From an optimization exercise on the open Yosys and OpenROAD flow, aimed at small area; shortcuts taken in it are not production practice.
Only simulation tests tie the RTL to the original design; equivalence was not proved.

==> flow/design.v, too long to show whole: its modules and the start of the top module <==
// module convolutional_layer_1: 4190 lines
// module fa_cell: 4 lines
// module hold_mux: 3 lines
// module inv_cell: 3 lines
// module ha_cell: 4 lines
module convolutional_layer_1 (
  input signed [7:0] in,
  input clk, en,
  output signed [191:0] out
);
  // ...
==> flow/flow/run.sh <==
#!/bin/bash
# Standard synthesis and layout with small port buffers; after placement the constant
# output ports of each map share one tie cell.
set -e
bash standard.sh synth > synth.log 2>&1
bash standard.sh BUFFER_PORTS_ARGS="-buffer_cell sky130_fd_sc_hd__buf_1" GPL_KEEP_OVERFLOW=0 place > place.log 2>&1
ODB=orfs/results/sky130hd/convolutional_layer_1/base/3_place.odb openroad -no_init -exit flow/merge_ties.tcl > merge_ties.log 2>&1
bash standard.sh BUFFER_PORTS_ARGS="-buffer_cell sky130_fd_sc_hd__buf_1" GPL_KEEP_OVERFLOW=0 finish > layout.log 2>&1
==> flow/flow/merge_ties.tcl <==
# Let one tie cell drive all the constant output ports of a map instead of one tie cell each.
read_db $::env(ODB)
set block [[[ord::get_db] getChip] getBlock]
array set keep {}
set removed 0
foreach inst [$block getInsts] {
  if {[[$inst getMaster] getName] ne "sky130_fd_sc_hd__conb_1"} { continue }
  set net "NULL"
  set pin ""
  foreach it [$inst getITerms] {
    set n [$it getNet]
    if {$n ne "NULL" && [[$it getMTerm] getName] in {LO HI}} { set net $n; set pin [[$it getMTerm] getName] }
  }
  if {$net eq "NULL"} { continue }
  set bts [$net getBTerms]
  if {[llength $bts] != 1 || [llength [$net getITerms]] != 1} { continue }
  set name [[lindex $bts 0] getName]
  if {![regexp {^out\[(\d+)\]$} $name -> idx]} { continue }
  set key "$pin[expr {$idx / 32}]"
  if {![info exists keep($key)]} { set keep($key) $net; continue }
  set bt [lindex $bts 0]
  $bt disconnect
  $bt connect $keep($key)
  odb::dbInst_destroy $inst
  odb::dbNet_destroy $net
  incr removed
}
puts "merge_ties: removed $removed tie cells"
write_db $::env(ODB)
==> flow/standard.sh <==
#!/bin/bash
# synth_recipe.tcl (not shown) runs the flow's synth.tcl, then flattens the netlist and writes it again
# the make line also repeats each setting of config.mk as NAME=value (left out here)
make -C /OpenROAD-flow-scripts/flow DESIGN_CONFIG=/design/flow/config.mk WORK_HOME=/design/flow/orfs CLKGATE_MAP_FILE= SYNTH_SCRIPT=/design/flow/synth_recipe.tcl "${@:-finish}"
==> flow/config.mk <==
export PLATFORM = sky130hd
export DESIGN_NAME = convolutional_layer_1
export DESIGN_NICKNAME = convolutional_layer_1
export VERILOG_FILES = /design/flow/design.v
export SDC_FILE = /design/flow/constraint.sdc
export NUM_CORES = 8
export LEC_CHECK = 0
export CAP_MARGIN = 20
export CORE_MARGIN = 2
export CORE_UTILIZATION = 55
export CTS_BUF_LIST = sky130_fd_sc_hd__clkbuf_16
export CTS_CLUSTER_DIAMETER = 100
export CTS_CLUSTER_SIZE = 25
export SLEW_MARGIN = 20
export SYNTH_HIERARCHICAL = 1
export SYNTH_MINIMUM_KEEP_SIZE = 0
==> flow/constraint.sdc <==
create_clock -name core_clock -period 18.0 [get_ports {clk}]
set_input_delay 3.6000 -clock core_clock [delete_from_list [all_inputs] [get_ports {clk}]]
set_output_delay 3.6000 -clock core_clock [all_outputs]
set_load 0.01 [all_outputs]
==> summary.txt, run 1 <==
# TYPE chip_impl_metric gauge
chip_impl_info{name="run_status",value="finished clean"} 1
chip_impl_info{name="synth_top_family_by_area",value="adder cells"} 1
chip_impl_metric{name="maximum_number_of_pins_on_one_net_before_global_route_repair",unit=""} 34
chip_impl_info{name="root_buffer_cell",value="clkbuf_16"} 1
chip_impl_info{name="synth_top_flop_cell",value="dfxtp_1"} 1
chip_impl_metric{name="mappedNetlistArea",unit="sq um"} 69300
chip_impl_metric{name="n_sequential_cell",unit=""} 1064
chip_impl_metric{name="synth_xor_xnor_area_share",unit="%"} 0.132
chip_impl_info{name="layout.cells.most_common",value="fa_1"} 1
chip_impl_info{name="dominant_cells",value="multi-input gates"} 1
chip_impl_metric{name="cts.htree.levels",unit=""} 2
chip_impl_metric{name="num-nonclk-buffers",unit=""} 118
chip_impl_metric{name="fmax",unit="MHz"} 56.2
chip_impl_metric{name="route.met3.wl",unit="microns"} 43000
chip_impl_metric{name="synth_fa_ha_area_share",unit="%"} 51.5
chip_impl_metric{name="cp_slowest_stage_delay",unit="ps"} 1360
chip_impl_info{name="setup.worst_path.start_class",value="register"} 1
chip_impl_metric{name="via_per_inst",unit=""} 6.83
chip_impl_metric{name="multi_input_logic_portion_of_the_cell_area",unit="%"} 62.7
chip_impl_metric{name="drive_gt1_share",unit="%"} 2.54
chip_impl_info{name="tritoncts_clock_tree",value="yes"} 1
chip_impl_metric{name="post-route-cell-area",unit="sq um"} 72900
chip_impl_metric{name="std_cell_rows",unit=""} 130
chip_impl_metric{name="detail_route.drc_violations",unit=""} 0
chip_impl_info{name="crit_family",value="adder cells"} 1
chip_impl_metric{name="firstDrtPassIters",unit=""} 5
chip_impl_metric{name="postLayoutSetupSlackWorst",unit="ps"} 218
chip_impl_metric{name="mux_share_of_post_synthesis_cell_area",unit="%"} 0
chip_impl_info{name="largest_area_contributor_in_the_netlist",value="fa_1"} 1
chip_impl_metric{name="die-height",unit="microns"} 359
chip_impl_metric{name="cts_resized",unit=""} 0
chip_impl_metric{name="timing.critical_path.arrival",unit="ps"} 14180
chip_impl_metric{name="worstPathBufferInverterCount",unit=""} 5
chip_impl_metric{name="hold_slack",unit="ps"} 476
==> inputs of run 2 (changes only) <==
--- a/flow/config.mk
+++ b/flow/config.mk
@@ -12,3 +12,3 @@
 export CTS_CLUSTER_DIAMETER = 100
-export CTS_CLUSTER_SIZE = 25
+export CTS_CLUSTER_SIZE = 30
 export SLEW_MARGIN = 20
==> summary.txt, run 2 <==
# TYPE chip_impl_metric gauge
chip_impl_metric{name="initialDrtViolationCount",unit=""} 5306
chip_impl_metric{name="cts-buffers-inserted",unit=""} 48
chip_impl_metric{name="via_per_inst",unit=""} 6.81
chip_impl_metric{name="final_period_minus_worst_setup_slack",unit="ps"} 17790
chip_impl_metric{name="route.final.wire_length",unit="microns"} 298000
chip_impl_metric{name="detail_route.drc_violations",unit=""} 0
chip_impl_info{name="largest_area_contributor_in_the_netlist",value="fa_1"} 1
chip_impl_metric{name="cts.clk_slew.worst_paths",unit="ps"} 110
chip_impl_info{name="run_status",value="finished clean"} 1
chip_impl_info{name="setup_crit_end_kind",value="primary output"} 1
chip_impl_metric{name="antenna_violations_before_repair",unit=""} 10
chip_impl_metric{name="synth_top_cell_area_share",unit="%"} 49.0
chip_impl_info{name="setup.worst_path.start_class",value="register"} 1
chip_impl_metric{name="route.vias.total",unit=""} 43100
chip_impl_info{name="root_buffer_cell",value="clkbuf_16"} 1
chip_impl_info{name="tritoncts_clock_tree",value="yes"} 1
chip_impl_metric{name="slew_violations",unit=""} 0
chip_impl_info{name="crit_family",value="adder cells"} 1
chip_impl_metric{name="finalCritPeriodShare",unit="%"} 98.8
chip_impl_metric{name="relSlewSlack",unit="%"} 12.4
chip_impl_metric{name="core_region_area",unit="sq um"} 125000
chip_impl_metric{name="cts_resized",unit=""} 0
chip_impl_metric{name="clock-skew-final",unit="ps"} 39.0
chip_impl_metric{name="die-height",unit="microns"} 359
chip_impl_metric{name="fmax",unit="MHz"} 56.2
chip_impl_info{name="grt_setup_unrepaired",value="no"} 1
chip_impl_metric{name="filler_cell_count",unit=""} 9770
chip_impl_metric{name="syn_to_final_growth",unit="%"} 5.15
chip_impl_metric{name="clkLatencyLatePin",unit="ps"} 710
chip_impl_info{name="synthTopCellsByCount",value="fa_1 (1,694), a22o_1 (1,064), dfxtp_1 (1,064), inv_1 (412), ha_1 (143)"} 1
chip_impl_metric{name="post_synth.cell_area_avg",unit="sq um"} 15.1
chip_impl_metric{name="cts.repair_timing.setup_buffer_count",unit=""} 0
chip_impl_metric{name="ys_seq_area_share",unit="%"} 30.7
chip_impl_metric{name="synth-edff-count",unit=""} 0
chip_impl_metric{name="post-route-cell-area",unit="sq um"} 72800
chip_impl_info{name="master_of_the_slowest_instance_on_the_critical_path",value="fa_1"} 1
chip_impl_metric{name="design.die.area",unit="sq um"} 129000
chip_impl_metric{name="timing.critical_path.arrival",unit="ps"} 14190
chip_impl_metric{name="regArea",unit="sq um"} 21300
chip_impl_info{name="cell_with_the_most_instances_on_the_worst_path",value="fa_1"} 1
chip_impl_metric{name="cts_hold_buffers",unit=""} 0
chip_impl_metric{name="worstPathBufferInverterCount",unit=""} 3
chip_impl_metric{name="dp.final_hpwl",unit="microns"} 254000
chip_impl_metric{name="drive_gt1_share",unit="%"} 2.42
chip_impl_info{name="setup.worst_path.class",value="register to primary output"} 1
chip_impl_metric{name="dpl-instance-area",unit="sq um"} 71600
chip_impl_metric{name="port_buffers",unit=""} 111
chip_impl_metric{name="ys.warnings.count",unit=""} 9
chip_impl_info{name="synth_top_flop_cell",value="dfxtp_1"} 1
chip_impl_metric{name="synth_cell_type_count",unit=""} 18
chip_impl_metric{name="worst-path-max-fanout",unit=""} 17
chip_impl_info{name="synth_most_common_cell",value="fa_1"} 1
chip_impl_info{name="layout.cells.most_common",value="fa_1"} 1
chip_impl_info{name="synth_area_leaders",value="fa_1 (49%), dfxtp_1 (31%), a22o_1 (13%)"} 1
chip_impl_metric{name="global_route_wire_length_before_repair",unit="microns"} 395000
chip_impl_metric{name="multi_input_gate_area_in_the_final_layout",unit="sq um"} 45800
chip_impl_metric{name="yosys_register_bits",unit=""} 1064
chip_impl_metric{name="asyncSetResetFlopFracSynth",unit="%"} 0
chip_impl_metric{name="totalNegativeSetupSlack",unit="ps"} 0
chip_impl_metric{name="finalNetCount",unit=""} 6509
chip_impl_metric{name="firstDrtPassIters",unit=""} 5
chip_impl_metric{name="worst_pin_slew",unit="ps"} 1310
chip_impl_metric{name="hold_slack",unit="ps"} 481
chip_impl_metric{name="antenna_violating_nets_left",unit=""} 0
chip_impl_metric{name="chipWidth",unit="microns"} 359
chip_impl_metric{name="mappedNetlistArea",unit="sq um"} 69300
chip_impl_metric{name="largest_register_ffs",unit=""} 1064
chip_impl_info{name="registers.top_by_ff_count",value="u"} 1
chip_impl_metric{name="initial_core_utilization",unit="%"} 55.3
chip_impl_metric{name="grt_util_all_layers",unit="%"} 46.8
chip_impl_metric{name="syn-instance-count",unit=""} 4582
chip_impl_metric{name="std_cell_rows",unit=""} 130
chip_impl_info{name="largest_registers",value="u: 1064 flops"} 1
chip_impl_metric{name="floorplan.io_pins",unit=""} 202
chip_impl_metric{name="worst_ep_required_time",unit="ps"} 14400
chip_impl_metric{name="first_global_vias",unit=""} 45400
chip_impl_metric{name="timing.final.hold_violations",unit=""} 0
chip_impl_info{name="mostFrequentLayoutCells",value="fa_1 (1,693), a22o_1 (1,064), dfxtp_1 (1,053)"} 1
chip_impl_info{name="worst_hold_path_type",value="register to register"} 1
chip_impl_metric{name="report.final.setup_viol",unit=""} 0
chip_impl_metric{name="maxCapViolations",unit=""} 0
chip_impl_metric{name="cp_slowest_stage_delay",unit="ps"} 780
chip_impl_metric{name="routabilityCongestion",unit=""} 1.15
chip_impl_metric{name="overflow_left_after_global_routing",unit=""} 0
chip_impl_metric{name="routed_wire_length_per_instance",unit="microns"} 47.2
chip_impl_metric{name="maximum_number_of_pins_on_one_net_before_global_route_repair",unit=""} 34
chip_impl_metric{name="cts.htree.levels",unit=""} 2
chip_impl_metric{name="clk_path_buf_depth",unit=""} 3
chip_impl_metric{name="numClockSinks",unit=""} 1064
[run 2: cell count changes in the layout (fill, tap and decap cells not counted)]
cell	before	now
diode_2	3	4
dfxtp_1	1051	1053
inv_1	402	401
buf_16	3	4
clkinv_16	5	8
inv_6	2	1
clkbuf_16	55	49
inv_16	5	3
dfxtp_2	13	11
clkinv_2	1	3
clkinv_8	1	0
[run 2: final cells by class]
| class | instances | area share, % |
|---|---|---|
| flip-flops and latches | 1064 | 29.3 |
| inverters | 412 | 2.12 |
| diodes | 4 | 0.0137 |
| multi-input cells | 3016 | 62.8 |
| clock buffers | 48 | 1.65 |
| repair buffers | 120 | 0.857 |
| clock inverters | 15 | 0.445 |
| well taps | 1650 | 2.83 |
[run 2: stage by stage]
stage	worst slack [ps]	instances	util [%]
4_1_cts	295	6323	58.1
2_1_floorplan	2820	4671	-
6_report	214	6329	58.2
5_1_grt	40.9	6325	58.1
3_5_place_dp	1080	6344	57.1
3_3_place_gp	162	6337	57.0
[run 2: routing by layer]
metal	up-vias	GRT usage, %	routed length, microns
met1	23500	59.8	110000
met2	2962	64.2	123000
met4	12	28.7	23200
met5	-	0	79
met3	813	22.3	42800
li1	15800	-	-
[run 2: final timing paths]
kind                                        start           endpoint  slack, ps  cells past startpoint
worst max register to register  u[130][7]$_DFF_P_  u[131][7]$_DFF_P_      16440                      1
worst min-delay path            u[116][6]$_DFF_P_  u[117][6]$_DFF_P_        480                      1
worst min register to register  u[116][6]$_DFF_P_  u[117][6]$_DFF_P_        480                      1
worst max-delay path             u[97][0]$_DFF_P_           out[161]        210                     29
[run 2: kinds of logic after synthesis]
| group | Yosys count | share of synthesized area (%) |
|---|---|---|
| flops | 1064 | 30.7 |
| compound gates | 1064 | 13.5 |
| simple gates | 102 | 0.876 |
| other cells | 1 | 0.00541 |
| xor+xnor | 7 | 0.132 |
| buf+inv | 507 | 3.25 |
| fa+ha+maj | 1837 | 51.5 |
[run 2: modules after synthesis (local to each module, per instance)]
module,cells,flip-flops and latches
ha_cell,1,0
hold_mux,1,0
convolutional_layer_1,1613,1064
inv_cell,1,0
fa_cell,1,0

==> afterwards: timing with drivers on the ports <==
Ports are ideal in the flow. The routed layouts listed here were re-timed in OpenROAD.
Step 1 sets driving cells, clkbuf_16 on the clock port and buf_2 on the other inputs (assumed; they add their load-dependent delay and slew).
Step 2 moves the port delays by t, midway between the first and last clock arrival at a register: inputs arrive t later, outputs are due t later. That takes back most of the time a late clock gives input paths.
a / b / c = ideal / step 1 / step 2; a / b = the first two.
run | shift t [ns] | slack for setup (ns) | hold slack, ns | slew at the worst register clock pin (ns)
run 1 | 0.784 | 0.218 / 0.141 / 0.925 | 0.476 / 0.476 / 0.476 | 0.10 / 0.10
run 2 | 0.775 | 0.214 / 0.128 / 0.903 | 0.481 / 0.481 / 0.481 | 0.11 / 0.11
After both steps setup and hold are still met in every run listed.
